This is an optimization exercise on Yosys and OpenROAD, whose aim is small area and a short achievable clock period, not a production implementation.
Where RTL was checked, it was by simulation tests only, not by an equivalence proof against the original.
Function not checked in run 1: the RTL went through the layout flow alone.
Power and IR drop assume default switching activity.

[config.mk]
export PLATFORM = sky130hd
export DESIGN_NAME = top
export DESIGN_NICKNAME = top
export VERILOG_FILES = /design/flow/design.v
export SDC_FILE = /design/flow/constraint.sdc
export NUM_CORES = 8
export LEC_CHECK = 0
export CAP_MARGIN = 40
export CORE_MARGIN = 2
export CORE_UTILIZATION = 50
export SLEW_MARGIN = 40
export SYNTH_HIERARCHICAL = 1
[flow/run.sh]
#!/bin/bash
# The standard ORFS layout (standard.sh), with more timing effort:
# - repair_timing treats any path with less than SETUP_SLACK_MARGIN ns of
#   slack as violating, so it keeps shortening the input-to-output paths
#   past the 24 ns clock;
# - MATCH_CELL_FOOTPRINT=0 lets it resize cells across footprints;
set -e
bash standard.sh SETUP_SLACK_MARGIN=${MARGIN:-11} MATCH_CELL_FOOTPRINT=0 \
  "BUFFER_PORTS_ARGS=-buffer_cell sky130_fd_sc_hd__buf_4" finish > standard.log 2>&1
[constraint.sdc]
create_clock -name core_clock -period 24.0 [get_ports {clk}]
set_input_delay 4.8000 -clock core_clock [delete_from_list [all_inputs] [get_ports {clk}]]
set_output_delay 4.8000 -clock core_clock [all_outputs]
set_load 0.01 [all_outputs]
[design.v]
module ALU (
	input logic[31:0] SrcA, 
	input logic [31:0] RD2, 
	input logic [31:0] Imm, 
	input logic rtype,
	input logic cin,
	input logic valid,
	output logic[31:0] ALUResult
); 
logic [31:0] y;
assign y = rtype ? (RD2 ^ {32{cin}}) : Imm;
assign ALUResult = (SrcA + y + {31'b0, cin}) & {32{valid}};
endmodule
module MUX_ALUSrc(
input logic ALUSrc, 
input logic [31:0] RegB, 
input logic [31:0] Imm,
output logic [31:0] ALUSrc_out
); 
assign ALUSrc_out = ALUSrc ? Imm : RegB; 
endmodule
module MUX_MemtoReg(
input logic MemtoReg, 
input logic [31:0] ALUResult,
input logic [31:0] RD, 
output logic [31:0] MemtoReg_out
); 
assign MemtoReg_out = MemtoReg ? RD : ALUResult; 
endmodule
module MUX_RegDst(
	input logic RegDst,
	input logic [4:0] rt, 
	input logic [4:0] rd,
	output logic [4:0] RegDst_out
); 
	assign RegDst_out = RegDst ? rd : rt; 
endmodule
module data_memory(
input logic clk, rst,
input logic [5:0] x,  
input logic [5:0] r2, imm,  
input logic rtype,
input logic cin,
input logic en,
input logic [31:0] WD,  
input logic WE,  
output logic [31:0] RD
);
logic [2047:0] q;    
logic [63:0] v;      
logic [63:0] wen, s, u;
logic [31:0] wdn;
assign wdn = ~WD;
sum_decoder sdec(.x(x), .r2(r2), .imm(imm), .rtype(rtype), .cin(cin), .en(en),
	.v(v), .we(WE), .s(s), .u(u), .wen(wen));
genvar g;
generate
	for (g = 0; g < 64; g++) begin : word
		store_word sw(.clk(clk), .rst(rst), .wen(wen[g]), .wdn(wdn), .q(q[32*g +: 32]), .v(v[g]));
	end
endgenerate
mem_read rd(.q(q), .s(s), .u(u), .d(RD));
endmodule
module mem_read(
	input logic [2047:0] q,
	input logic [63:0] s, u,
	output logic [31:0] d
);
genvar b, k;
generate
	for (b = 0; b < 32; b++) begin : bit_
		logic [63:0] qb;
		logic [7:0] y;
		logic [3:0] w;
		for (k = 0; k < 64; k++) begin : w_
			assign qb[k] = q[32*k + b];
		end
		for (k = 0; k < 8; k++) begin : grp
			ao8 a(.q(qb[8*k +: 8]), .s(s[8*k +: 8]), .y(y[k]));
		end
		nor2 n0(.a(y[0]), .b(y[1]), .y(w[0]));
		nor2 n1(.a(y[2]), .b(y[3]), .y(w[1]));
		nor2 n2(.a(y[4]), .b(y[5]), .y(w[2]));
		if (b < 6) begin : lo
			logic [31:0] ub;
			logic uo;
			for (k = 0; k < 32; k++) begin : w_
				assign ub[k] = u[((k >> b) << (b + 1)) | (1 << b) | (k & ((1 << b) - 1))];
			end
			or32 o(.a(ub), .y(uo));
			nor3 n3(.a(y[6]), .b(y[7]), .c(uo), .y(w[3]));
		end else begin : hi
			nor2 n3(.a(y[6]), .b(y[7]), .y(w[3]));
		end
		nand4 n4(.a(w[0]), .b(w[1]), .c(w[2]), .d(w[3]), .y(d[b]));
	end
endgenerate
endmodule
module sum_decoder(
	input logic [5:0] x, r2, imm,
	input logic rtype,
	input logic cin,
	input logic en,
	input logic [63:0] v,
	input logic we,
	output logic [63:0] s, u, wen
);
logic [5:0] y, p, g, t;
assign y = rtype ? (r2 ^ {6{cin}}) : imm;
assign p = x ^ y;
assign g = x & y;
assign t = x | y;
logic [1:0] z0;
logic [3:0] z [0:4];
assign z0[0] = ~(p[0] ^ cin);
assign z0[1] = p[0] ^ cin;
genvar j;
generate
	for (j = 0; j < 5; j++) begin : pos
		assign z[j][0] = ~(p[j+1] ^ t[j]);    
		assign z[j][1] = ~(p[j+1] ^ g[j]);    
		assign z[j][2] =  (p[j+1] ^ t[j]);    
		assign z[j][3] =  (p[j+1] ^ g[j]);    
	end
endgenerate
logic [63:0] e;
always_comb begin
	for (int k = 0; k < 64; k++) begin
		e[k] = en & z0[k & 1]
			& z[0][(k >> 0) & 3] & z[1][(k >> 1) & 3] & z[2][(k >> 2) & 3]
			& z[3][(k >> 3) & 3] & z[4][(k >> 4) & 3];
		if (k == 0) e[k] = e[k] | ~en;
	end
end
assign s = e & v;
assign u = e & ~v;
assign wen = ~(e & {64{we}});
endmodule
module display(
	input logic [3:0] data_in, 
	output logic [6:0] segments
); 
always_comb
begin 
	case(data_in)
		4'h0: segments = 7'b1000000;  
      4'h1: segments = 7'b1111001;  
      4'h2: segments = 7'b0100100;  
      4'h3: segments = 7'b0110000;  
      4'h4: segments = 7'b0011001;  
      4'h5: segments = 7'b0010010;  
      4'h6: segments = 7'b0000010;  
      4'h7: segments = 7'b1111000;  
      4'h8: segments = 7'b0000000;  
      4'h9: segments = 7'b0010000;  
      default: segments = 7'b1111111; 
    endcase
end
endmodule
module register_file(input logic clk, rst,
		input logic [31:0] s1, s2, s3,  
		input logic [31:0] u1, u2, u3,  
		input logic [31:0] wen,  
		input logic [31:0] WD,  
		output logic [31:0] v,  
		output logic [31:0] RD1, RD2, RD3
);
logic [1023:0] q;    
logic [31:0] wdn;
assign wdn = ~WD;
genvar g;
generate
	for (g = 0; g < 32; g++) begin : word
		store_word sw(.clk(clk), .rst(rst), .wen(wen[g]), .wdn(wdn), .q(q[32*g +: 32]), .v(v[g]));
	end
endgenerate
rf_read rd1(.q(q), .s(s1), .u(u1), .d(RD1));
rf_read rd2(.q(q), .s(s2), .u(u2), .d(RD2));
rf_read rd3(.q(q), .s(s3), .u(u3), .d(RD3));
endmodule
module store_word(
	input logic clk, rst,
	input logic wen,  
	input logic [31:0] wdn,  
	output logic [31:0] q,
	output logic v
);
logic [31:0] d;
genvar b;
generate
	for (b = 0; b < 32; b++) begin : bit_
		hold_bit hb(.q(q[b]), .wdn(wdn[b]), .wen(wen), .d(d[b]));
	end
endgenerate
always_ff @(posedge clk) q <= d;
always_ff @(posedge clk or negedge rst) begin
	if (!rst) v <= 1'b0;
	else      v <= v | ~wen;
end
endmodule
module hold_bit(input logic q, wdn, wen, output logic d);
assign d = ~((wdn | wen) & ~(q & wen));
endmodule
module rf_read(
	input logic [1023:0] q,
	input logic [31:0] s, u,
	output logic [31:0] d
);
genvar b, k;
generate
	for (b = 0; b < 32; b++) begin : bit_
		logic [31:0] qb;
		logic [3:0] y;
		for (k = 0; k < 32; k++) begin : w
			assign qb[k] = q[32*k + b];
		end
		for (k = 0; k < 4; k++) begin : grp
			ao8 a(.q(qb[8*k +: 8]), .s(s[8*k +: 8]), .y(y[k]));
		end
		logic w0, w1;
		nor2 n0(.a(y[0]), .b(y[1]), .y(w0));
		if (b < 5) begin : lo
			logic [15:0] ub;
			logic uo;
			for (k = 0; k < 16; k++) begin : w
				assign ub[k] = u[((k >> b) << (b + 1)) | (1 << b) | (k & ((1 << b) - 1))];
			end
			or16 o(.a(ub), .y(uo));
			nor3 n1(.a(y[2]), .b(y[3]), .c(uo), .y(w1));
		end else begin : hi
			nor2 n1(.a(y[2]), .b(y[3]), .y(w1));
		end
		nand2 n2(.a(w0), .b(w1), .y(d[b]));
	end
endgenerate
endmodule
module ao8(input logic [7:0] q, s, output logic y);
assign y = |(q & s);
endmodule
module or16(input logic [15:0] a, output logic y);
assign y = |a;
endmodule
module or32(input logic [31:0] a, output logic y);
assign y = |a;
endmodule
module nor2(input logic a, b, output logic y);
assign y = ~(a | b);
endmodule
module nor3(input logic a, b, c, output logic y);
assign y = ~(a | b | c);
endmodule
module nand2(input logic a, b, output logic y);
assign y = ~(a & b);
endmodule
module nand4(input logic a, b, c, d, output logic y);
assign y = ~(a & b & c & d);
endmodule
module read_select #(parameter AW = 5) (
	input logic [AW-1:0] a,
	input logic [(1<<AW)-1:0] v,
	output logic [(1<<AW)-1:0] s, u
);
logic [(1<<AW)-1:0] dec;
always_comb begin
	for (int i = 0; i < (1<<AW); i++) dec[i] = (a == i);
end
assign s = dec & v;
assign u = dec & ~v;
endmodule
module write_select #(parameter AW = 5) (
	input logic [AW-1:0] a,
	input logic en,
	output logic [(1<<AW)-1:0] wen
);
always_comb begin
	for (int i = 0; i < (1<<AW); i++) wen[i] = ~(en & (a == i));
end
endmodule
module sign_extend(
input logic [15:0] Imm,
output logic [31:0] SignImm
); 
assign SignImm = {{16{Imm[15]}}, Imm};
endmodule
module top(
    input logic clk, rst,
    input logic[31:0] inst,  
    output logic[31:0] ALUResult,
    output logic[31:0] RD1, RD2,
    output logic[31:0] prode_register_file,
    output logic[31:0] prode_data_memory,
    output logic[6:0] display_led
);
logic [4:0] rs, rt, rd, WriteReg;
logic [31:0] SignImm, MemData, WD3;
logic RType, MemtoReg, WE, WE3, sub, valid;
assign rs = inst[25:21];
assign rt = inst[20:16];
assign rd = inst[15:11];
assign RType = inst[31];
assign MemtoReg = (inst[31:26] == 6'b010101);  
assign WE = (inst[31:26] == 6'b010100);  
assign WE3 = MemtoReg || RType;  
assign sub = RType && (inst[29:27] == 3'b110);
assign valid = !RType || (inst[29:27] == 3'b010) || (inst[29:27] == 3'b110);
MUX_RegDst mux_regdst(
    .RegDst(RType),
    .rt(rt),
    .rd(rd),
    .RegDst_out(WriteReg)
);
sign_extend sign_ext(
    .Imm(inst[15:0]),
    .SignImm(SignImm)
);
logic [31:0] v, s1, s2, s3, u1, u2, u3, wen3;
read_select #(.AW(5)) rsel1(.a(rs), .v(v), .s(s1), .u(u1));
read_select #(.AW(5)) rsel2(.a(rt), .v(v), .s(s2), .u(u2));
read_select #(.AW(5)) rsel3(.a(WriteReg), .v(v), .s(s3), .u(u3));
write_select #(.AW(5)) wsel(.a(WriteReg), .en(WE3), .wen(wen3));
register_file r_f(
    .clk(clk),
    .rst(rst),
    .s1(s1),
    .s2(s2),
    .s3(s3),
    .u1(u1),
    .u2(u2),
    .u3(u3),
    .wen(wen3),
    .WD(WD3),
    .v(v),
    .RD1(RD1),
    .RD2(RD2),
    .RD3(prode_register_file)
);
ALU alu_inst(
    .SrcA(RD1),
    .RD2(RD2),
    .Imm(SignImm),
    .rtype(RType),
    .cin(sub),
    .valid(valid),
    .ALUResult(ALUResult)
);
data_memory d_mem(
    .clk(clk),
    .rst(rst),
    .x(RD1[5:0]),
    .r2(RD2[5:0]),
    .imm(inst[5:0]),
    .rtype(RType),
    .cin(sub),
    .en(valid),
    .WD(RD2),
    .WE(WE),
    .RD(MemData)
);
assign prode_data_memory = MemData;
assign WD3 = MemtoReg ? MemData : ALUResult;
display t2(
	.data_in(prode_register_file[3:0]),
	.segments(display_led)
);
endmodule
[standard.sh]
#!/bin/bash
# synth_recipe.tcl (not shown) runs the flow's synth.tcl, then flattens the netlist and writes it again
# the make line also repeats each setting of config.mk as NAME=value (left out here)
make -C /OpenROAD-flow-scripts/flow DESIGN_CONFIG=/design/flow/config.mk WORK_HOME=/design/flow/orfs CLKGATE_MAP_FILE= SYNTH_SCRIPT=/design/flow/synth_recipe.tcl "${@:-finish}"
==> metrics.md, run 1 <==
| Metric | Value |
|---|---|
| # DRC | 0 |
| Critical path type | primary input to output pin |
| CTS tree | built |
| Starting density of the core | 0.502 |
| Fill cells | 21200 |
| Average vias per placed instance | 6.88 |
| Pin count of the biggest net entering global routing | 66 |
| Number of max-cap violations | 0 |
| Die H | ~500 um |
| I/O Buffers | 200 |
| Fin crit share | 0.626 |
| Tmin final | around 15 ns |
| Site Rows | approximately 180 |
| Initial drt markers | roughly 21000 |
| Clock Skew | around 0.095 ns |
| Max Clock Freq | approximately 67 MHz |
| IO Pins | ~200 |
| Final Max Tran Viols | 0 |
| Global Route Usage Sum | 0.481 |
| DIE WIDTH | 506 um |
| Net switching power | approximately 5 mW |
| Unrepaired setup endpoints after global routing | yes |
| Antenna violations before repair | 36 |
| Routed WL per cell | 33.4 um |
| Syn avg cell area | 8.69 sq um |
| Area Overhead vs Synth | 26.1% |
| Setup TNS | 0 ns |
| Static Leakage | 55.7 nW |
| CTS clk-pin slew, worst paths | about 0.06 ns |
| Clk network pwr share | 0.368 |
| Highest-count cells in the layout ignoring fill and taps | nand2_1, o21ai_1, dfxtp_1, a22oi_1, nand4_1 |
| Clk Latency, worst-skew pair | 0.95 ns |
| Post-DP HPWL | between 300000 and 400000 um |
| Grt total ovfl | 0 |
| CP max FO | 16 |
| Core ar. | roughly 250000 sq um |
| Min-delay worst type | register to register |
| Yosys warnings | 12 |
| Share of cells above drive strength 1 | 0.174 |
| Outcome | timing/DRC/antenna clean |
| Arr. time, crit path | 10.22 ns |
| Relative slew slack | 0.318 |
| Combinational Power Share | 0.203 |
| Antenna viol nets, final | 0 |
| Register share of total power | 0.429 |
| PwrDens | 94.4 nW/um^2 |
| Root buffer cell | clkbuf_16 |
| Tightest Pin Transition | 1.02 ns |
| Num CTS Buffers | around 340 |
| Final wirelength | 652000 um |
| Global-route wire length before repair | ~900000 um |
| Final Core Density | 0.633 |
| DRT Pass-1 Iters | 13 |
| Cell Area, Placed | 135000 sq um |
| Total power draw | 15.0 mW |
| Max VDD drop | 66.3 uV |
| Vias post-DR | around 130k |
| Crit end category | output pin |
| Final Hold Fails | 0 |
| Critical path launch point type | primary input |
| Cell Area, Synth | ~130000 sq um |
| Worst Path Required | ~19 ns |
| Nets@finish | around 16000 |
| # clock sinks | 3168 |
| Clock buffer depth | 4 |
| # setup viols final | 0 |
| Syn Inst Count | 14500 |
| Total Die Area | between 200000 and 300000 sq um |
| P_int | 9.99 mW |
| Most common cell after layout, fill and taps aside | nand2_1 |
| Number of global-route vias before repair | about 120k |
| RD Place Congestion | approximately 1.0 |
| Sw Ratio | 0.334 |
| CTS H-tree lvls | 5 |
| Final instance area | roughly 160000 sq um |
==> sequential cells by signal, indices dropped and copies added, names as in the netlist <==
signal	flops
r_f.word.sw.q	1024
d_mem.word.sw.q	2048
r_f.word.sw.v	32
d_mem.word.sw.v	64
==> worst paths after layout <==
check,start,endpoint,slack [ns],cells past startpoint
worst max-delay path,inst[18],prode_data_memory[0],8.98,24
worst min-delay path,d_mem.word[22].sw.q[21],d_mem.word[22].sw.q[21],0.45,2
worst max register to register,r_f.word[30].sw.v,r_f.word[22].sw.q[17],16.70,24
worst min register to register,d_mem.word[22].sw.q[21],d_mem.word[22].sw.q[21],0.45,2
max in group asynchronous,rst,d_mem.word[24].sw.v,18.87,2
min in group asynchronous,rst,r_f.word[14].sw.v,3.95,1
==> per-layer routing <==
metal | GRT usage | part of all wire
met1 | 0.565 | 0.35
met4 | 0.438 | 0.12
met3 | 0.160 | 0.13
met2 | 0.692 | 0.41
met5 | 0.00741 | 0.00061
==> final cells by class <==
type / instances / area [sq um] / area share
Sequential cell: 3168 / 63900 / 0.402
Antenna cell: 26 / 65.1 / 0.000409
Timing Repair Buffer: 1059 / 11600 / 0.0732
Inverter: 95 / 382 / 0.00240
Clock inverter: 129 / 1800 / 0.0113
Clock buffer: 483 / 9870 / 0.0621
Tap cell: 3348 / 4190 / 0.0264
Multi-Input combinational cell: 11200 / 67100 / 0.422
==> power groups by stage <==
stage	clock network [mW]	registers [mW]	logic, mW
after floorplan	0	6.27	1.17
after global placement	0	6.42	2.18
final	5.53	6.44	3.05
after detailed placement	0	6.46	2.25
after CTS	5.53	6.37	2.73
after global routing	5.75	6.47	3.09
==> worst max-delay path, cell delays in order <==
cell and delay (ns):
clkbuf_16 0.14, buf_6 0.13, nand3_4 0.11, nor4_2 0.08, nor4_2 0.43, nand4_1 0.51
nor3_2 0.30, nand2_2 0.16, xnor2_2 0.17, a21oi_2 0.25, inv_2 0.07, ha_4 0.43
xor2_4 0.21, buf_12 0.17, nor3_4 0.06, and2_4 0.16, and3_4 0.19, buf_12 0.16
a22oi_1 0.18, nand4_1 0.40, nor3_4 0.55, nand4_1 0.18, buf_6 0.18, buf_8 0.14
==> what timing repair did <==
| item | 4_1_cts | 5_1_grt |
|---|---|---|
| hold buffers | 0 | 0 |
| gates cloned | 93 | 20 |
| buffers inserted | 373 | 95 |
| pin swaps | 372 | 282 |
| endpoints found under the setup margin | 103 | 91 |
| resized for setup | 1199 | 276 |
==> metrics by stage <==
step                      setup slack, ns  hold WS [ns]  cells
after global placement               7.65         0.435  18200
after CTS                            9.45         0.448  19300
after floorplan                     10.64         0.429  14500
after detailed placement             7.77         0.441  18200
final                                8.98         0.446  19500
after global routing                 9.00         0.456  19500
==> run 2, diff against run 1 <==
--- a/design.v
+++ b/design.v
@@ -7,9 +7,70 @@
 	input logic valid,
 	output logic[31:0] ALUResult
 ); 
-logic [31:0] y;
-assign y = rtype ? (RD2 ^ {32{cin}}) : Imm;
-assign ALUResult = (SrcA + y + {31'b0, cin}) & {32{valid}};
+logic [31:0] y, p, g, cn;
+alu_srcb #(.W(32)) sb(.r2(RD2), .imm(Imm), .rtype(rtype), .sub(cin), .y(y));
+vec_xor #(.W(32)) px(.a(SrcA), .b(y), .y(p));
+vec_and #(.W(32)) ga(.a(SrcA), .b(y), .y(g));
+ks_carry kc(.p(p), .g(g), .cin(cin), .cn(cn));
+alu_sum su(.p(p), .cn(cn), .valid(valid), .s(ALUResult));
+endmodule
+module alu_srcb #(parameter W = 32) (
+	input logic [W-1:0] r2, imm,
+	input logic rtype, sub,
+	output logic [W-1:0] y
+);
+assign y = rtype ? (r2 ^ {W{sub}}) : imm;
+endmodule
+module vec_xor #(parameter W = 32) (input logic [W-1:0] a, b, output logic [W-1:0] y);
+assign y = a ^ b;
+endmodule
+module vec_and #(parameter W = 32) (input logic [W-1:0] a, b, output logic [W-1:0] y);
+assign y = a & b;
+endmodule
+module ks_carry (
+	input logic [31:0] p, g,
+	input logic cin,
+	output logic [31:0] cn
+);
+logic [31:0] G [0:5];
+logic [31:0] P [0:5];
+assign G[0] = {g[31:1], g[0] | (p[0] & cin)};
+assign P[0] = p;
+genvar k, i;
+generate
+	for (k = 0; k < 5; k++) begin : lvl
+		for (i = 0; i < 32; i++) begin : b
+			if (i >= (1 << k)) begin : m
+				if (k % 2 == 0) begin : t
+					prefix_node_t n(.gh(G[k][i]), .ph(P[k][i]), .gl(G[k][i - (1 << k)]), .pl(P[k][i - (1 << k)]),
+						.gn(G[k+1][i]), .pn(P[k+1][i]));
+				end else begin : f
+					prefix_node_f n(.ghn(G[k][i]), .phn(P[k][i]), .gln(G[k][i - (1 << k)]), .pln(P[k][i - (1 << k)]),
+						.g(G[k+1][i]), .p(P[k+1][i]));
+				end
+			end else begin : c
+				assign G[k+1][i] = ~G[k][i];
+				assign P[k+1][i] = ~P[k][i];
+			end
+		end
+	end
+endgenerate
+assign cn = {G[5][30:0], ~cin};
+endmodule
+module prefix_node_t(input logic gh, ph, gl, pl, output logic gn, pn);
+assign gn = ~(gh | (ph & gl));
+assign pn = ~(ph & pl);
+endmodule
+module prefix_node_f(input logic ghn, phn, gln, pln, output logic g, p);
+assign g = ~(ghn & (phn | gln));
+assign p = ~(phn | pln);
+endmodule
+module alu_sum (
+	input logic [31:0] p, cn,
+	input logic valid,
+	output logic [31:0] s
+);
+assign s = ~(p ^ cn) & {32{valid}};
 endmodule
 module MUX_ALUSrc(
 input logic ALUSrc, 
@@ -106,10 +167,10 @@
 	output logic [63:0] s, u, wen
 );
 logic [5:0] y, p, g, t;
-assign y = rtype ? (r2 ^ {6{cin}}) : imm;
-assign p = x ^ y;
-assign g = x & y;
-assign t = x | y;
+alu_srcb #(.W(6)) sb(.r2(r2), .imm(imm), .rtype(rtype), .sub(cin), .y(y));
+vec_xor #(.W(6)) px(.a(x), .b(y), .y(p));
+vec_and #(.W(6)) ga(.a(x), .b(y), .y(g));
+vec_or #(.W(6)) to(.a(x), .b(y), .y(t));
 logic [1:0] z0;
 logic [3:0] z [0:4];
 assign z0[0] = ~(p[0] ^ cin);
@@ -136,6 +197,9 @@
 assign u = e & ~v;
 assign wen = ~(e & {64{we}});
 endmodule
+module vec_or #(parameter W = 32) (input logic [W-1:0] a, b, output logic [W-1:0] y);
+assign y = a | b;
+endmodule
 module display(
 	input logic [3:0] data_in, 
 	output logic [6:0] segments
==> flow/run.sh (replaced) <==
#!/bin/bash
# The standard ORFS layout (standard.sh) with these changes:
# - repair_timing treats any path with less than SETUP_SLACK_MARGIN ns of
#   slack as violating, so it keeps shortening the input-to-output paths
#   past the 24 ns clock; MATCH_CELL_FOOTPRINT=0 lets it resize cells across
#   footprints;
# - the port buffers start as buf_2 cells (resizable) instead of delay cells;
set -e
bash standard.sh SETUP_SLACK_MARGIN=9.5 MATCH_CELL_FOOTPRINT=0 \
  "BUFFER_PORTS_ARGS=-buffer_cell sky130_fd_sc_hd__buf_2" \
  "CTS_ARGS=-sink_clustering_enable -repair_clock_nets -dont_use_dummy_load -buf_list sky130_fd_sc_hd__clkbuf_8 -sink_clustering_size 14 -sink_clustering_max_diameter 50" \
  finish > standard.log 2>&1
--- a/config.mk
+++ b/config.mk
@@ -5,8 +5,8 @@
 export SDC_FILE = /design/flow/constraint.sdc
 export NUM_CORES = 8
 export LEC_CHECK = 0
-export CAP_MARGIN = 40
+export CAP_MARGIN = 25
 export CORE_MARGIN = 2
 export CORE_UTILIZATION = 50
-export SLEW_MARGIN = 40
+export SLEW_MARGIN = 25
 export SYNTH_HIERARCHICAL = 1
==> run 2 against run 1 <==
Compared with the run above: flip-flop and latch count is the same; cell area shrank 7.6%; synthesized area increased by 0.38%; non-clock buffer count decreased by 199; clock-buffer cell count decreased by 134; critical path depth grew 2; highest routed layer unchanged.
==> metrics.md, run 2 <==
| Metric | Value |
|---|---|
| Pin count of the biggest net entering global routing | 66 (unchanged) |
| Final Hold Fails | 0 (unchanged) |
| Clock buffer depth | 4 (unchanged) |
| RD Place Congestion | 1.05 (+0.47%) |
| Fill cells | 22500 (+6.2%) |
| Site Rows | 184 (unchanged) |
| Reg-to-Reg Start | r_f.word[10].sw.v |
| Post-DP HPWL | 376000 um (+0.38%) |
| CTS tree | built |
| Crit end category | output pin |
| Initial drt markers | 20300 (-2.8%) |
| Arr. time, crit path | 10.24 ns (+0.02 ns) |
| Area Overhead vs Synth | 16.1% |
| Max Clock Freq | 66.5 MHz (-0.14%) |
| Cell mode on critical path | buf_12 |
| Cell Area, Synth | 127000 sq um (+0.38%) |
| Starting density of the core | 0.503 (+0.000525) |
| Crit-path max cell delay | 0.57 ns (+0.02 ns) |
| Highest-count cells in the layout ignoring fill and taps | nand2_1, o21ai_1, dfxtp_1, a22oi_1, nand4_1 |
| Antenna viol nets, final | 0 (unchanged) |
| CP max-delay cell | nand4_1 |
| CTS H-tree lvls | 5 (unchanged) |
| CP max FO | 24 (+8) |
| IO Pins | 201 (unchanged) |
| Setup TNS | 0 ns (unchanged) |
| Final Max Tran Viols | 0 (unchanged) |
| DIE WIDTH | 507 um (+0.19%) |
| Worst Path Required | 19.20 ns (about the same) |
| Number of max-cap violations | 0 (unchanged) |
| Placed Instances | 18300 (+0.51%) |
| Worst Setup SP | inst[16] |
| Core ar. | 252000 sq um (+0.27%) |
| Non-Filler Instances | 19000 (-2.3%) |
| Hold Path Origin | d_mem.word[33].sw.q[11] |
| Min-delay worst type | register to register |
| DRT Pass-1 Iters | 22 (+9) |
| Static Leakage | 50.1 nW (-10%) |
| # setup viols final | 0 (unchanged) |
| Syn avg cell area | 8.68 sq um (-0.14%) |
| Crit path buf inv count | 10 (+3) |
| Tightest Pin Transition | 1.33 ns (+0.307 ns) |
| Critical path type | primary input to output pin |
| Share of cells above drive strength 1 | 0.133 (-0.0404) |
| I/O Buffers | 200 (unchanged) |
| Critical path launch point type | primary input |
| Relative slew slack | 0.113 (-0.205) |
| Routed WL per cell | 32.6 um (-2.4%) |
| Nets@finish | 15700 (-1.3%) |
| Critical path's top delay family | simple AND/OR/NAND/NOR gates |
| Max VDD drop | 56.9 uV (-14%) |
| Number of global-route vias before repair | 118000 (-3.2%) |
| CTS clk-pin slew, worst paths | 0.07 ns (about the same) |
| Biggest regs | d_mem.word.sw.q: 2048 flops, r_f.word.sw.q: 1024 flops, d_mem.word.sw.v: 64 flops |
| Global-route wire length before repair | 856000 um (-4.8%) |
| Average vias per placed instance | 6.86 (-0.31%) |
| Reg with most FFs | d_mem.word.sw.q |
| Clk Latency, worst-skew pair | 1.07 ns (+0.12 ns) |
| # DRC | 0 (unchanged) |
| Unrepaired setup endpoints after global routing | yes |
| Antenna violations before repair | 36 (unchanged) |
| # clock sinks | 3168 (unchanged) |
| PwrDens | 83.8 nW/um^2 (-11%) |
| Final wirelength | 621000 um (-4.7%) |
| Root buffer cell | clkbuf_8 |
| Syn Inst Count | 14600 (+0.52%) |
| Clock Skew | 0.136 ns (+0.0409 ns) |
| Max reg flops | 2048 (unchanged) |
| Grt total ovfl | 0 (unchanged) |
| Num CTS Buffers | 349 (+2.3%) |
| Yosys warnings | 17 (+5) |
| Fin crit share | 0.627 (+0.000899) |
| Total Die Area | 257000 sq um (+0.38%) |
| Die H | 507 um (+0.19%) |
| Tmin final | 15.04 ns (+0.0216 ns) |
| Most common cell after layout, fill and taps aside | nand2_1 |
| Global Route Usage Sum | 0.456 (-0.0246) |
| Outcome | timing/DRC/antenna clean |
| Vias post-DR | 131000 (-2.6%) |
-- run 2: layout make-up --
| class | instances | area (sq um) | area share |
|---|---|---|---|
| Multi-Input combinational cell | 11200 | 64800 | 0.441 |
| Sequential cell | 3168 | 63900 | 0.435 |
| Timing Repair Buffer | 860 | 8790 | 0.0598 |
| Clock buffer | 349 | 4800 | 0.0327 |
| Tap cell | 3348 | 4190 | 0.0285 |
| Inverter | 102 | 410 | 0.00279 |
| Antenna cell | 20 | 50.0 | 0.000341 |
-- run 2: tightest hold or removal path, delay by kind of cell, from the launching register on --
kind               cells  cell delay (ns)
AOI/OAI and AO/OA      1             0.05
DFF                    1             0.31
and+or+nand+nor        1             0.05
-- run 2: worst paths after layout --
path                                           endpoint  slack (ns)  cells past startpoint
worst min-delay path            d_mem.word[33].sw.q[11]        0.45                      2
min in group asynchronous              r_f.word[1].sw.v        3.76                      1
worst min register to register  d_mem.word[33].sw.q[11]        0.45                      2
worst max register to register    r_f.word[20].sw.q[26]       17.09                     25
worst max-delay path               prode_data_memory[5]        8.96                     26
max in group asynchronous           d_mem.word[49].sw.v       18.82                      2
-- run 2: timing repair --
action                                  CTS  global route
hold endpoints to repair                  0             0
gates resized for setup                 678           285
endpoints found under the setup margin   61            52
pin swaps                               157           156
cloned                                   43            22
hold buffers                              0             0
setup buffers                           156           106
-- run 2: per-layer routing --
layer / track usage / share of wire / wire (um)
met5: 0 / 0.00059 / 368
met2: 0.651 / 0.41 / 252000
met1: 0.568 / 0.37 / 228000
met3: 0.139 / 0.13 / 80200
met4: 0.370 / 0.098 / 60600
-- run 2: metrics by stage --
step            util  cell area (sq um)  hold WS, ns  total power, mW  worst slack [ns]
2_1_floorplan      -             127000        0.429             7.45              9.73
3_3_place_gp   0.533             134000        0.435             8.63              6.68
3_5_place_dp   0.534             134000        0.441             8.71              6.73
4_1_cts        0.573             144000        0.447             12.0              9.46
5_1_grt        0.584             147000        0.462             12.6              9.09
6_report       0.584             147000        0.447             12.3              8.96
-- run 2: report_power, final --
group | internal, mW | switching [mW]
clock | 1.29 | 1.85
sequential | 5.77 | 0.632
combinational | 0.765 | 2.01
total | 7.82 | 4.49
==> run 3, diff against run 2 <==
--- a/design.v
+++ b/design.v
@@ -166,36 +166,93 @@
 	input logic we,
 	output logic [63:0] s, u, wen
 );
-logic [5:0] y, p, g, t;
-alu_srcb #(.W(6)) sb(.r2(r2), .imm(imm), .rtype(rtype), .sub(cin), .y(y));
-vec_xor #(.W(6)) px(.a(x), .b(y), .y(p));
-vec_and #(.W(6)) ga(.a(x), .b(y), .y(g));
-vec_or #(.W(6)) to(.a(x), .b(y), .y(t));
-logic [1:0] z0;
-logic [3:0] z [0:4];
-assign z0[0] = ~(p[0] ^ cin);
-assign z0[1] = p[0] ^ cin;
-genvar j;
+logic [21:0] zi, za, zs, z;
+logic [5:0] p, g, t, pa, ga, ta, ps, gs, ts;
+vec_xor #(.W(6)) pxi(.a(x), .b(imm), .y(p));
+vec_and #(.W(6)) gai(.a(x), .b(imm), .y(g));
+vec_or #(.W(6)) toi(.a(x), .b(imm), .y(t));
+sad_conditions ci(.p(p), .g(g), .t(t), .cin(1'b0), .z(zi));
+vec_xor #(.W(6)) pxa(.a(x), .b(r2), .y(pa));
+vec_and #(.W(6)) gaa(.a(x), .b(r2), .y(ga));
+vec_or #(.W(6)) toa(.a(x), .b(r2), .y(ta));
+sad_conditions ca(.p(pa), .g(ga), .t(ta), .cin(1'b0), .z(za));
+vec_xnor #(.W(6)) pxs(.a(x), .b(r2), .y(ps));
+vec_andn #(.W(6)) gas(.a(x), .b(r2), .y(gs));
+vec_orn #(.W(6)) tos(.a(x), .b(r2), .y(ts));
+sad_conditions cs(.p(ps), .g(gs), .t(ts), .cin(1'b1), .z(zs));
+logic sel_i, sel_a, sel_s;
+assign sel_i = ~rtype;
+assign sel_a = rtype & ~cin;
+assign sel_s = rtype & cin;
+genvar j, k;
 generate
-	for (j = 0; j < 5; j++) begin : pos
-		assign z[j][0] = ~(p[j+1] ^ t[j]);    
-		assign z[j][1] = ~(p[j+1] ^ g[j]);    
-		assign z[j][2] =  (p[j+1] ^ t[j]);    
-		assign z[j][3] =  (p[j+1] ^ g[j]);    
+	for (j = 0; j < 22; j++) begin : zs_
+		select3 m(.a(zi[j]), .b(za[j]), .c(zs[j]), .sa(sel_i), .sb(sel_a), .sc(sel_s), .y(z[j]));
+	end
+endgenerate
+logic [7:0] an;
+logic [15:0] bn;
+logic [63:0] vn;
+logic wen_n;
+assign vn = ~v;
+generate
+	for (k = 0; k < 8; k++) begin : grpa
+		nand4 n(.a(en), .b(z[k & 1]), .c(z[2 + (k & 3)]), .d(z[6 + ((k >> 1) & 3)]), .y(an[k]));
+	end
+	for (k = 0; k < 16; k++) begin : grpb
+		nand3 n(.a(z[10 + (k & 3)]), .b(z[14 + ((k >> 1) & 3)]), .c(z[18 + ((k >> 2) & 3)]), .y(bn[k]));
+	end
+	for (k = 1; k < 64; k++) begin : sel
+		nor3 ns(.a(an[k & 7]), .b(bn[k >> 2]), .c(vn[k]), .y(s[k]));
+		nor3 nu(.a(an[k & 7]), .b(bn[k >> 2]), .c(v[k]), .y(u[k]));
 	end
 endgenerate
+sel_word0 s0(.an(an[0]), .bn(bn[0]), .en(en), .v(v[0]), .s(s[0]), .u(u[0]));
 logic [63:0] e;
 always_comb begin
-	for (int k = 0; k < 64; k++) begin
-		e[k] = en & z0[k & 1]
-			& z[0][(k >> 0) & 3] & z[1][(k >> 1) & 3] & z[2][(k >> 2) & 3]
-			& z[3][(k >> 3) & 3] & z[4][(k >> 4) & 3];
-		if (k == 0) e[k] = e[k] | ~en;
-	end
+	for (int kk = 0; kk < 64; kk++) e[kk] = ~an[kk & 7] & ~bn[kk >> 2];
+	e[0] = e[0] | ~en;
 end
+assign wen = ~(e & {64{we}});
+endmodule
+module sad_conditions(
+	input logic [5:0] p, g, t,
+	input logic cin,
+	output logic [21:0] z
+);
+assign z[0] = ~(p[0] ^ cin);
+assign z[1] = p[0] ^ cin;
+genvar j;
+generate
+	for (j = 0; j < 5; j++) begin : pos
+		assign z[2 + 4*j + 0] = ~(p[j+1] ^ t[j]);
+		assign z[2 + 4*j + 1] = ~(p[j+1] ^ g[j]);
+		assign z[2 + 4*j + 2] =  (p[j+1] ^ t[j]);
+		assign z[2 + 4*j + 3] =  (p[j+1] ^ g[j]);
+	end
+endgenerate
+endmodule
+module select3(input logic a, b, c, sa, sb, sc, output logic y);
+logic an, bn, cn;
+nand2 na(.a(a), .b(sa), .y(an));
+nand2 nb(.a(b), .b(sb), .y(bn));
+nand2 nc(.a(c), .b(sc), .y(cn));
+nand3 no(.a(an), .b(bn), .c(cn), .y(y));
+endmodule
+module sel_word0(input logic an, bn, en, v, output logic s, u);
+logic e;
+assign e = ~en | (~an & ~bn);
 assign s = e & v;
 assign u = e & ~v;
-assign wen = ~(e & {64{we}});
+endmodule
+module vec_xnor #(parameter W = 32) (input logic [W-1:0] a, b, output logic [W-1:0] y);
+assign y = ~(a ^ b);
+endmodule
+module vec_andn #(parameter W = 32) (input logic [W-1:0] a, b, output logic [W-1:0] y);
+assign y = a & ~b;
+endmodule
+module vec_orn #(parameter W = 32) (input logic [W-1:0] a, b, output logic [W-1:0] y);
+assign y = a | ~b;
 endmodule
 module vec_or #(parameter W = 32) (input logic [W-1:0] a, b, output logic [W-1:0] y);
 assign y = a | b;
@@ -223,6 +280,7 @@
 endmodule
 module register_file(input logic clk, rst,
 		input logic [31:0] s1, s2, s3,  
+		input logic [31:0] s1lo, s2lo,  
 		input logic [31:0] u1, u2, u3,  
 		input logic [31:0] wen,  
 		input logic [31:0] WD,  
@@ -238,9 +296,9 @@
 		store_word sw(.clk(clk), .rst(rst), .wen(wen[g]), .wdn(wdn), .q(q[32*g +: 32]), .v(v[g]));
 	end
 endgenerate
-rf_read rd1(.q(q), .s(s1), .u(u1), .d(RD1));
-rf_read rd2(.q(q), .s(s2), .u(u2), .d(RD2));
-rf_read rd3(.q(q), .s(s3), .u(u3), .d(RD3));
+rf_read rd1(.q(q), .s(s1), .slo(s1lo), .u(u1), .d(RD1));
+rf_read rd2(.q(q), .s(s2), .slo(s2lo), .u(u2), .d(RD2));
+rf_read rd3(.q(q), .s(s3), .slo(s3), .u(u3), .d(RD3));
 endmodule
 module store_word(
 	input logic clk, rst,
@@ -267,7 +325,7 @@
 endmodule
 module rf_read(
 	input logic [1023:0] q,
-	input logic [31:0] s, u,
+	input logic [31:0] s, slo, u,
 	output logic [31:0] d
 );
 genvar b, k;
@@ -279,7 +337,7 @@
 			assign qb[k] = q[32*k + b];
 		end
 		for (k = 0; k < 4; k++) begin : grp
-			ao8 a(.q(qb[8*k +: 8]), .s(s[8*k +: 8]), .y(y[k]));
+			ao8 a(.q(qb[8*k +: 8]), .s(b < 6 ? slo[8*k +: 8] : s[8*k +: 8]), .y(y[k]));
 		end
 		logic w0, w1;
 		nor2 n0(.a(y[0]), .b(y[1]), .y(w0));
@@ -316,6 +374,9 @@
 module nand2(input logic a, b, output logic y);
 assign y = ~(a & b);
 endmodule
+module nand3(input logic a, b, c, output logic y);
+assign y = ~(a & b & c);
+endmodule
 module nand4(input logic a, b, c, d, output logic y);
 assign y = ~(a & b & c & d);
 endmodule
@@ -331,6 +392,15 @@
 assign s = dec & v;
 assign u = dec & ~v;
 endmodule
+module read_select_s #(parameter AW = 5) (
+	input logic [AW-1:0] a,
+	input logic [(1<<AW)-1:0] v,
+	output logic [(1<<AW)-1:0] s
+);
+always_comb begin
+	for (int i = 0; i < (1<<AW); i++) s[i] = (a == i) & v[i];
+end
+endmodule
 module write_select #(parameter AW = 5) (
 	input logic [AW-1:0] a,
 	input logic en,
@@ -377,9 +447,11 @@
     .Imm(inst[15:0]),
     .SignImm(SignImm)
 );
-logic [31:0] v, s1, s2, s3, u1, u2, u3, wen3;
+logic [31:0] v, s1, s2, s3, s1lo, s2lo, u1, u2, u3, wen3;
 read_select #(.AW(5)) rsel1(.a(rs), .v(v), .s(s1), .u(u1));
+read_select_s #(.AW(5)) rsel1lo(.a(rs), .v(v), .s(s1lo));
 read_select #(.AW(5)) rsel2(.a(rt), .v(v), .s(s2), .u(u2));
+read_select_s #(.AW(5)) rsel2lo(.a(rt), .v(v), .s(s2lo));
 read_select #(.AW(5)) rsel3(.a(WriteReg), .v(v), .s(s3), .u(u3));
 write_select #(.AW(5)) wsel(.a(WriteReg), .en(WE3), .wen(wen3));
 register_file r_f(
@@ -388,6 +460,8 @@
     .s1(s1),
     .s2(s2),
     .s3(s3),
+    .s1lo(s1lo),
+    .s2lo(s2lo),
     .u1(u1),
     .u2(u2),
     .u3(u3),
--- a/config.mk
+++ b/config.mk
@@ -7,6 +7,7 @@
 export LEC_CHECK = 0
 export CAP_MARGIN = 25
 export CORE_MARGIN = 2
-export CORE_UTILIZATION = 50
+export CORE_UTILIZATION = 58
+export PLACE_DENSITY = 0.72
 export SLEW_MARGIN = 25
 export SYNTH_HIERARCHICAL = 1
==> run 3 against run 2 <==
Compared with the run above: largest cell class unchanged; first-iteration DRC count increased by 24%; non-clock buffer count decreased by 172; worst hold slack got worse by 0.0016 ns; critical endpoint is now ALUResult[30]; critical path depth decreased by 7; still clean; clock-buffer cell count decreased by 32; clock power decreased by 6%; worst setup slack improved by 0.32 ns; sequential power about the same; clock skew increased by 0.0072 ns; combinational power decreased by 9.7%; die area decreased by 12%; critical path type unchanged.
==> metrics.md, run 3 <==
| Metric | Value |
|---|---|
| Outcome | timing/DRC/antenna clean |
| Reg-to-Reg Start | r_f.word[31].sw.v |
| Nets@finish | 15800 (+0.34%) |
| Tmin final | 14.72 ns (-0.320 ns) |
| Area Overhead vs Synth | 12.2% |
| Cell mode on critical path | nor2_1 |
| Multi-input logic area | 66000 sq um (+1.9%) |
| Root buffer cell | clkbuf_8 |
| Max VDD drop | 77.2 uV (+36%) |
| Relative slew slack | 0.222 (+0.109) |
| CTS clk-pin slew, worst paths | 0.05 ns (-0.02 ns) |
| Clk Latency, worst-skew pair | 1.13 ns (+0.06 ns) |
| Antenna violations before repair | 53 (+47%) |
| Cell Area, Synth | 129000 sq um (+1.6%) |
| Number of global-route vias before repair | 122000 (+3.7%) |
| Syn avg cell area | 8.68 sq um (about the same) |
| Max reg flops | 2048 (unchanged) |
| IO Pins | 201 (unchanged) |
| Highest-count cells in the layout ignoring fill and taps | nand2_1, o21ai_1, dfxtp_1, a22oi_1, nand4_1 |
| Worst Path Required | 19.20 ns (about the same) |
| Min-delay worst type | register to register |
| Vias post-DR | 134000 (+2.5%) |
| Clock buffer depth | 4 (unchanged) |
| CTS tree | built |
| DIE WIDTH | 475 um (-6.4%) |
| Static Leakage | 49.9 nW (-0.23%) |
| CP Cell Sequence | buf_12, and3b_1, and3_1, buf_4, a22oi_1, nand4_1, nor2_1, nand2_4, xnor2_1, a21oi_1, xor2_2, nand2_1, nor2_1, nand2_1, nor2_1, a21oi_2, xnor2_1, and2_2, buf_2 |
| Global Route Usage Sum | 0.504 (+0.0476) |
| Max Clock Freq | 67.9 MHz (+2.2%) |
| Clock Skew | 0.143 ns (+0.00722 ns) |
| Number of max-cap violations | 0 (unchanged) |
| Site Rows | 172 (-6.5%) |
| Critical path launch point type | primary input |
| Starting density of the core | 0.584 (+0.0814) |
| I/O Buffers | 200 (unchanged) |
| Biggest regs | d_mem.word.sw.q: 2048 flops, r_f.word.sw.q: 1024 flops, d_mem.word.sw.v: 64 flops |
| Worst reg2reg endpoint | r_f.word[26].sw.q[28] |
| Reg2Reg Setup Slack | 16.91 ns (-0.18 ns) |
| Final Core Density | 0.656 (+0.0719) |
| Unrepaired setup endpoints after global routing | yes |
| # DRC | 0 (unchanged) |
| Crit end category | output pin |
| Final wirelength | 593000 um (-4.5%) |
| Global-route wire length before repair | 835000 um (-2.5%) |
| Yosys warnings | 17 (unchanged) |
| R2R cell count | 21 (-16%) |
| Post-DP HPWL | 365000 um (-3.1%) |
| Syn Inst Count | 14800 (+1.5%) |
| RD Place Congestion | 1.10 (+4.5%) |
| Register area | 63900 sq um (unchanged) |
| Most common cell after layout, fill and taps aside | nand2_1 |
| Share of cells above drive strength 1 | 0.119 (-0.0143) |
| Arr. time, crit path | 9.92 ns (-0.32 ns) |
| Antenna viol nets, final | 0 (unchanged) |
| Fill cells | 18100 (-20%) |
| Grt total ovfl | 0 (unchanged) |
| # setup viols final | 0 (unchanged) |
| CTS H-tree lvls | 5 (unchanged) |
| Timing endpoint of the critical path | ALUResult[30] |
| Worst Setup SP | inst[18] |
| Total Die Area | 225000 sq um (-12%) |
| PwrDens | 82.4 nW/um^2 (-1.6%) |
| Tightest Pin Transition | 1.17 ns (-0.164 ns) |
| Critical path type | primary input to output pin |
| Fin crit share | 0.613 (-0.0133) |
| Cts hold-fix bufs | 0 (unchanged) |
| Core ar. | 220000 sq um (-13%) |
| Routed WL per cell | 31.7 um (-2.8%) |
| Crit-path max cell delay | 0.52 ns (-0.05 ns) |
| Pin count of the biggest net entering global routing | 66 (unchanged) |
| Die H | 475 um (-6.4%) |
| CP max-delay cell | nor2_1 |
| Average vias per placed instance | 7.15 (+4.3%) |
| # clock sinks | 3168 (unchanged) |
| Reg with most FFs | d_mem.word.sw.q |
| DRT Pass-1 Iters | 15 (-32%) |
| Final Hold Fails | 0 (unchanged) |
| CP max FO | 26 (+8.3%) |
| Initial drt markers | 25100 (+24%) |
| Final Max Tran Viols | 0 (unchanged) |
| Setup TNS | 0 ns (unchanged) |
| Num CTS Buffers | 317 (-9.2%) |
run 3: worst min path at each step:
stage / startpoint / to / cells past startpoint
final: d_mem.word[52].sw.q[21] / d_mem.word[52].sw.q[21] / 2
after global placement: d_mem.word[31].sw.q[22] / d_mem.word[31].sw.q[22] / 2
after CTS: d_mem.word[52].sw.q[21] / d_mem.word[52].sw.q[21] / 2
after floorplan: d_mem.word[0].sw.v / d_mem.word[0].sw.v / 1
after global routing: d_mem.word[52].sw.q[21] / d_mem.word[52].sw.q[21] / 2
after detailed placement: d_mem.word[44].sw.q[22] / d_mem.word[44].sw.q[22] / 2
run 3: worst max-delay path: cells and delay by family:
| kind | cells | cell delay, ns |
|---|---|---|
| xor+xnor | 3 | 1.00 |
| simple gates | 10 | 2.63 |
| buf+inv | 3 | 0.68 |
| compound gates | 3 | 0.73 |
run 3: power by group:
group	total [mW]	switching (mW)	internal (mW)	leakage [nW]
clock network	2.96	1.78	1.18	2.28
logic	2.51	1.85	0.656	21.5
registers	6.42	0.668	5.75	26.2
run 3: layer usage:
metal,global-route usage,part of all wire
met1,0.633,0.36
met4,0.356,0.090
met3,0.234,0.17
met5,0.0216,0.0014
met2,0.672,0.38
run 3: repair_timing:
item,4_1_cts,5_1_grt
buffers inserted,73,79
setup endpoints to repair,62,59
cloned,1,4
gates resized for setup,296,229
pin swaps,65,94
run 3: area by class of cell:
cell class | instances | area share
multi-input cells | 11400 | 0.458
flip-flops and latches | 3168 | 0.443
repair buffers | 688 | 0.0390
clock buffers | 317 | 0.0302
well taps | 2958 | 0.0257
inverters | 148 | 0.00385
diodes | 32 | 0.000555
run 3: per-stage QoR:
step           power [mW]  setup slack [ns]  hold WS (ns)  instance area, sq um  instances
6_report             11.9              9.28         0.446                144000      18700
5_1_grt              12.1              9.45         0.455                144000      18700
4_1_cts              11.5              9.47         0.448                142000      18600
3_5_place_dp         8.61              7.58         0.441                136000      18200
3_3_place_gp         8.50              7.58         0.435                136000      18200
2_1_floorplan        7.39              9.78         0.425                129000      14800
==> run 4, diff against run 3 <==
--- a/design.v
+++ b/design.v
@@ -7,12 +7,12 @@
 	input logic valid,
 	output logic[31:0] ALUResult
 ); 
-logic [31:0] y, p, g, cn;
+logic [31:0] y, pn, gn, c;
 alu_srcb #(.W(32)) sb(.r2(RD2), .imm(Imm), .rtype(rtype), .sub(cin), .y(y));
-vec_xor #(.W(32)) px(.a(SrcA), .b(y), .y(p));
-vec_and #(.W(32)) ga(.a(SrcA), .b(y), .y(g));
-ks_carry kc(.p(p), .g(g), .cin(cin), .cn(cn));
-alu_sum su(.p(p), .cn(cn), .valid(valid), .s(ALUResult));
+vec_xnor #(.W(32)) px(.a(SrcA), .b(y), .y(pn));
+vec_nand #(.W(32)) ga(.a(SrcA), .b(y), .y(gn));
+ks_carry kc(.pn(pn), .gn(gn), .cin(cin), .c(c));
+alu_sum su(.pn(pn), .c(c), .valid(valid), .s(ALUResult));
 endmodule
 module alu_srcb #(parameter W = 32) (
 	input logic [W-1:0] r2, imm,
@@ -24,24 +24,27 @@
 module vec_xor #(parameter W = 32) (input logic [W-1:0] a, b, output logic [W-1:0] y);
 assign y = a ^ b;
 endmodule
-module vec_and #(parameter W = 32) (input logic [W-1:0] a, b, output logic [W-1:0] y);
-assign y = a & b;
+module vec_xnor #(parameter W = 32) (input logic [W-1:0] a, b, output logic [W-1:0] y);
+assign y = ~(a ^ b);
+endmodule
+module vec_nand #(parameter W = 32) (input logic [W-1:0] a, b, output logic [W-1:0] y);
+assign y = ~(a & b);
 endmodule
 module ks_carry (
-	input logic [31:0] p, g,
+	input logic [31:0] pn, gn,
 	input logic cin,
-	output logic [31:0] cn
+	output logic [31:0] c
 );
 logic [31:0] G [0:5];
 logic [31:0] P [0:5];
-assign G[0] = {g[31:1], g[0] | (p[0] & cin)};
-assign P[0] = p;
+assign G[0] = {gn[31:1], gn[0] & (pn[0] | ~cin)};
+assign P[0] = pn;
 genvar k, i;
 generate
 	for (k = 0; k < 5; k++) begin : lvl
 		for (i = 0; i < 32; i++) begin : b
 			if (i >= (1 << k)) begin : m
-				if (k % 2 == 0) begin : t
+				if (k % 2 == 1) begin : t
 					prefix_node_t n(.gh(G[k][i]), .ph(P[k][i]), .gl(G[k][i - (1 << k)]), .pl(P[k][i - (1 << k)]),
 						.gn(G[k+1][i]), .pn(P[k+1][i]));
 				end else begin : f
@@ -55,7 +58,7 @@
 		end
 	end
 endgenerate
-assign cn = {G[5][30:0], ~cin};
+assign c = {G[5][30:0], cin};
 endmodule
 module prefix_node_t(input logic gh, ph, gl, pl, output logic gn, pn);
 assign gn = ~(gh | (ph & gl));
@@ -66,11 +69,11 @@
 assign p = ~(phn | pln);
 endmodule
 module alu_sum (
-	input logic [31:0] p, cn,
+	input logic [31:0] pn, c,
 	input logic valid,
 	output logic [31:0] s
 );
-assign s = ~(p ^ cn) & {32{valid}};
+assign s = ~(pn ^ c) & {32{valid}};
 endmodule
 module MUX_ALUSrc(
 input logic ALUSrc, 
@@ -167,19 +170,19 @@
 	output logic [63:0] s, u, wen
 );
 logic [21:0] zi, za, zs, z;
-logic [5:0] p, g, t, pa, ga, ta, ps, gs, ts;
+logic [5:0] p, gn, tn, pa, gan, tan, ps, gsn, tsn;
 vec_xor #(.W(6)) pxi(.a(x), .b(imm), .y(p));
-vec_and #(.W(6)) gai(.a(x), .b(imm), .y(g));
-vec_or #(.W(6)) toi(.a(x), .b(imm), .y(t));
-sad_conditions ci(.p(p), .g(g), .t(t), .cin(1'b0), .z(zi));
+vec_nand #(.W(6)) gai(.a(x), .b(imm), .y(gn));
+vec_nor #(.W(6)) toi(.a(x), .b(imm), .y(tn));
+sad_conditions ci(.p(p), .gn(gn), .tn(tn), .cin(1'b0), .z(zi));
 vec_xor #(.W(6)) pxa(.a(x), .b(r2), .y(pa));
-vec_and #(.W(6)) gaa(.a(x), .b(r2), .y(ga));
-vec_or #(.W(6)) toa(.a(x), .b(r2), .y(ta));
-sad_conditions ca(.p(pa), .g(ga), .t(ta), .cin(1'b0), .z(za));
+vec_nand #(.W(6)) gaa(.a(x), .b(r2), .y(gan));
+vec_nor #(.W(6)) toa(.a(x), .b(r2), .y(tan));
+sad_conditions ca(.p(pa), .gn(gan), .tn(tan), .cin(1'b0), .z(za));
 vec_xnor #(.W(6)) pxs(.a(x), .b(r2), .y(ps));
-vec_andn #(.W(6)) gas(.a(x), .b(r2), .y(gs));
-vec_orn #(.W(6)) tos(.a(x), .b(r2), .y(ts));
-sad_conditions cs(.p(ps), .g(gs), .t(ts), .cin(1'b1), .z(zs));
+vec_nandb #(.W(6)) gas(.a(x), .b(r2), .y(gsn));
+vec_norb #(.W(6)) tos(.a(x), .b(r2), .y(tsn));
+sad_conditions cs(.p(ps), .gn(gsn), .tn(tsn), .cin(1'b1), .z(zs));
 logic sel_i, sel_a, sel_s;
 assign sel_i = ~rtype;
 assign sel_a = rtype & ~cin;
@@ -216,7 +219,7 @@
 assign wen = ~(e & {64{we}});
 endmodule
 module sad_conditions(
-	input logic [5:0] p, g, t,
+	input logic [5:0] p, gn, tn,
 	input logic cin,
 	output logic [21:0] z
 );
@@ -225,10 +228,10 @@
 genvar j;
 generate
 	for (j = 0; j < 5; j++) begin : pos
-		assign z[2 + 4*j + 0] = ~(p[j+1] ^ t[j]);
-		assign z[2 + 4*j + 1] = ~(p[j+1] ^ g[j]);
-		assign z[2 + 4*j + 2] =  (p[j+1] ^ t[j]);
-		assign z[2 + 4*j + 3] =  (p[j+1] ^ g[j]);
+		assign z[2 + 4*j + 0] =  (p[j+1] ^ tn[j]);
+		assign z[2 + 4*j + 1] =  (p[j+1] ^ gn[j]);
+		assign z[2 + 4*j + 2] = ~(p[j+1] ^ tn[j]);
+		assign z[2 + 4*j + 3] = ~(p[j+1] ^ gn[j]);
 	end
 endgenerate
 endmodule
@@ -245,17 +248,14 @@
 assign s = e & v;
 assign u = e & ~v;
 endmodule
-module vec_xnor #(parameter W = 32) (input logic [W-1:0] a, b, output logic [W-1:0] y);
-assign y = ~(a ^ b);
-endmodule
-module vec_andn #(parameter W = 32) (input logic [W-1:0] a, b, output logic [W-1:0] y);
-assign y = a & ~b;
+module vec_nandb #(parameter W = 32) (input logic [W-1:0] a, b, output logic [W-1:0] y);
+assign y = ~(a & ~b);
 endmodule
-module vec_orn #(parameter W = 32) (input logic [W-1:0] a, b, output logic [W-1:0] y);
-assign y = a | ~b;
+module vec_norb #(parameter W = 32) (input logic [W-1:0] a, b, output logic [W-1:0] y);
+assign y = ~(a | ~b);
 endmodule
-module vec_or #(parameter W = 32) (input logic [W-1:0] a, b, output logic [W-1:0] y);
-assign y = a | b;
+module vec_nor #(parameter W = 32) (input logic [W-1:0] a, b, output logic [W-1:0] y);
+assign y = ~(a | b);
 endmodule
 module display(
 	input logic [3:0] data_in, 
==> run 4 against run 3 <==
Compared with the run above: synthesized cell count barely moved; die area about the same; non-clock buffer count is 47 lower; worst hold slack gained 0.0030 ns; wire length is 0.30% higher; final cell count fell by 0.25%; sequential share of layout area increased by 0.33 points; critical path depth is the same; clock power about the same; register-to-register slack better by 0.04 ns; global-route usage is 0.24 points higher; flip-flop and latch count unchanged; critical endpoint is now ALUResult[31].
==> metrics.md, run 4 <==
| Metric | Value |
|---|---|
| Worst Path Required | 19.20 ns (about the same) |
| Final Core Density | 0.651 (-0.00481) |
| Antenna violations before repair | 42 (-21%) |
| Final instance area | 143000 sq um (-0.73%) |
| Max reg flops | 2048 (unchanged) |
| Setup TNS | 0 ns (unchanged) |
| Share of cells above drive strength 1 | 0.115 (-0.00449) |
| Initial drt markers | 24300 (-3.3%) |
| Nets@finish | 15700 (-0.25%) |
| DIE WIDTH | 475 um (about the same) |
| Min-delay worst type | register to register |
| Clock Skew | 0.108 ns (-0.0344 ns) |
| CTS tree | built |
| Tmin final | 14.73 ns (+0.0132 ns) |
| Pin count of the biggest net entering global routing | 66 (unchanged) |
| Grt total ovfl | 0 (unchanged) |
| Worst Hold Depth | 2 (unchanged) |
| Reg2Reg Setup Slack | 16.95 ns (+0.04 ns) |
| Critical path launch point type | primary input |
| Total power draw | 11.9 mW (-0.12%) |
| Outcome | timing/DRC/antenna clean |
| Unrepaired setup endpoints after global routing | yes |
| CTS H-tree lvls | 5 (unchanged) |
| Global Route Usage Sum | 0.506 (+0.00241) |
| Cell Area, Synth | 128000 sq um (about the same) |
| Root buffer cell | clkbuf_8 |
| Reg-to-Reg Start | r_f.word[2].sw.v |
| Antenna viol nets, final | 0 (unchanged) |
| Area Overhead vs Synth | 11.5% |
| Crit end category | output pin |
| I/O Buffers | 200 (unchanged) |
| CP max FO | 26 (unchanged) |
| # setup viols final | 0 (unchanged) |
| Arr. time, crit path | 9.93 ns (about the same) |
| Syn avg cell area | 8.68 sq um (-0.10%) |
| Relative slew slack | 0.198 (-0.0237) |
| Core ar. | 220000 sq um (unchanged) |
| Critical path type | primary input to output pin |
| Average vias per placed instance | 7.15 (about the same) |
| Worst Setup SP | inst[18] |
| Multi-input logic area | 65500 sq um (-0.77%) |
| Syn Inst Count | 14800 (+0.014%) |
| # DRC | 0 (unchanged) |
| Highest-count cells in the layout ignoring fill and taps | nand2_1, o21ai_1, dfxtp_1, a22oi_1, nand4_1 |
| Cell Area, Placed | 136000 sq um (about the same) |
| Final wirelength | 595000 um (+0.30%) |
| Number of global-route vias before repair | 123000 (+0.39%) |
| DRT Pass-1 Iters | 22 (+7) |
| Yosys warnings | 17 (unchanged) |
| Routed WL per cell | 31.9 um (+0.54%) |
| Hold Path Origin | d_mem.word[22].sw.q[30] |
| Max Clock Freq | 67.9 MHz (about the same) |
| R2R cell count | 20 (-4.8%) |
| Reg with most FFs | d_mem.word.sw.q |
| IO Pins | 201 (unchanged) |
| CTS clk-pin slew, worst paths | 0.06 ns (about the same) |
| Fin crit share | 0.614 (about the same) |
| Num CTS Buffers | 322 (+1.6%) |
| Total Die Area | 225000 sq um (about the same) |
| Post-DP HPWL | 366000 um (+0.44%) |
| Register area | 63900 sq um (unchanged) |
| Die H | 475 um (about the same) |
| Final Max Tran Viols | 0 (unchanged) |
| Worst reg2reg endpoint | r_f.word[19].sw.q[31] |
| Hold slack | 0.449 ns (+0.00304 ns) |
| Biggest regs | d_mem.word.sw.q: 2048 flops, r_f.word.sw.q: 1024 flops, d_mem.word.sw.v: 64 flops |
| Tightest Pin Transition | 1.20 ns (+0.0355 ns) |
| Hold EP | d_mem.word[22].sw.q[30] |
| RD Place Congestion | 1.06 (-3.4%) |
| Max VDD drop | 79.1 uV (+2.5%) |
| # clock sinks | 3168 (unchanged) |
| Site Rows | 172 (unchanged) |
| Global-route wire length before repair | 838000 um (+0.41%) |
| Cts hold-fix bufs | 0 (unchanged) |
| Most common cell after layout, fill and taps aside | nand2_1 |
| Number of max-cap violations | 0 (unchanged) |
| PwrDens | 82.9 nW/um^2 (+0.62%) |
| Static Leakage | 49.4 nW (-1.1%) |
| Clk Latency, worst-skew pair | 1.12 ns (about the same) |
| Vias post-DR | 133000 (-0.32%) |
| Final Hold Fails | 0 (unchanged) |
| Clock buffer depth | 4 (unchanged) |
| Fill cells | 18500 (+2.4%) |
| Starting density of the core | 0.584 (about the same) |
-- run 4: per-layer routing --
metal	routed length, um	share of wire	GRT usage	vias to the layer above
li1	-	-	-	57600
met5	480	0.00081	0.00952	-
met4	55600	0.093	0.377	37
met3	97100	0.16	0.219	3099
met2	230000	0.39	0.685	11000
met1	212000	0.36	0.632	61700
-- run 4: layout make-up --
cell class	count	share of cell area
timing repair buffer	641	0.0351
antenna	25	0.000437
inverter	149	0.00391
tap	2958	0.0258
multi-input combinational	11400	0.458
clock buffer	322	0.0309
sequential	3168	0.446
-- run 4: worst max path at each step --
stage | end | slack, ns | cells past startpoint
after detailed placement | prode_data_memory[16] | 7.53 | 19
after floorplan | prode_data_memory[0] | 9.70 | 18
after global placement | prode_data_memory[16] | 7.55 | 19
after global routing | prode_data_memory[5] | 9.47 | 20
final | ALUResult[31] | 9.27 | 19
after CTS | prode_data_memory[31] | 9.50 | 19
-- run 4: metrics by stage --
stage	setup slack [ns]	std cells
finish	9.27	18700
global route	9.47	18700
floorplan	9.70	14800
global placement	7.55	18200
detailed placement	7.53	18200
CTS	9.50	18600
-- run 4: where the power goes --
| group | leakage [nW] | internal (mW) | switching, mW | total (mW) |
|---|---|---|---|---|
| combinational | 20.9 | 0.624 | 1.85 | 2.47 |
| sequential | 26.2 | 5.75 | 0.678 | 6.43 |
| clock | 2.32 | 1.20 | 1.78 | 2.97 |
-- run 4: what timing repair did --
action / in CTS / in global routing
buffers inserted: 40 / 62
gates resized for setup: 268 / 149
setup endpoints to repair: 59 / 59
pin swaps: 40 / 54
gates cloned: 2 / 7
endpoints found under the hold margin: 0 / 0
-- run 4: worst max-delay path, stage by stage --
cell     delay [ns]
buf_12         0.18
and3b_1        0.25
and3_2         0.22
buf_4          0.34
a22oi_1        0.33
nand4_1        0.17
nor2_1         0.40
nand2_1        0.54
xnor2_1        0.33
a21oi_1        0.13
xnor2_1        0.59
nor2_1         0.17
nand2_1        0.16
nor2_1         0.09
a21oi_2        0.15
o21ai_2        0.07
xnor2_1        0.36
and2_2         0.39
buf_2          0.19

[re-timing with driven ports]
In the flow no input, the clock included, has a driving cell. The finished layouts below were timed again as built, in two steps.
Step 1 sets driving cells, clkbuf_16 on the clock port and buf_2 on the other inputs (assumed; they add their load-dependent delay and slew).
Step 2 times the ports against the registers' clock, not the clock port: input delays grow and output delays shrink by t, the midpoint of the rising clock arrivals with the driver on.
Slacks: ideal / step 1 / step 2; pairs: ideal / step 1.
run | shift t [ns] | slack for setup (ns) | latest minus earliest clock arrival (ns)
run 1 | 1.006 | 8.984 / 8.729 / 8.729 | 0.095 / 0.095
run 2 | 1.104 | 8.962 / 8.659 / 8.659 | 0.135 / 0.135
run 3 | 1.168 | 9.282 / 9.186 / 9.186 | 0.143 / 0.143
run 4 | 1.155 | 9.269 / 9.121 / 9.121 | 0.150 / 0.149
After both steps setup and hold are still met in every run listed. The setup slack of run 2, which loses most, moves by -0.303 ns with the drivers and by -0.303 ns with both steps.
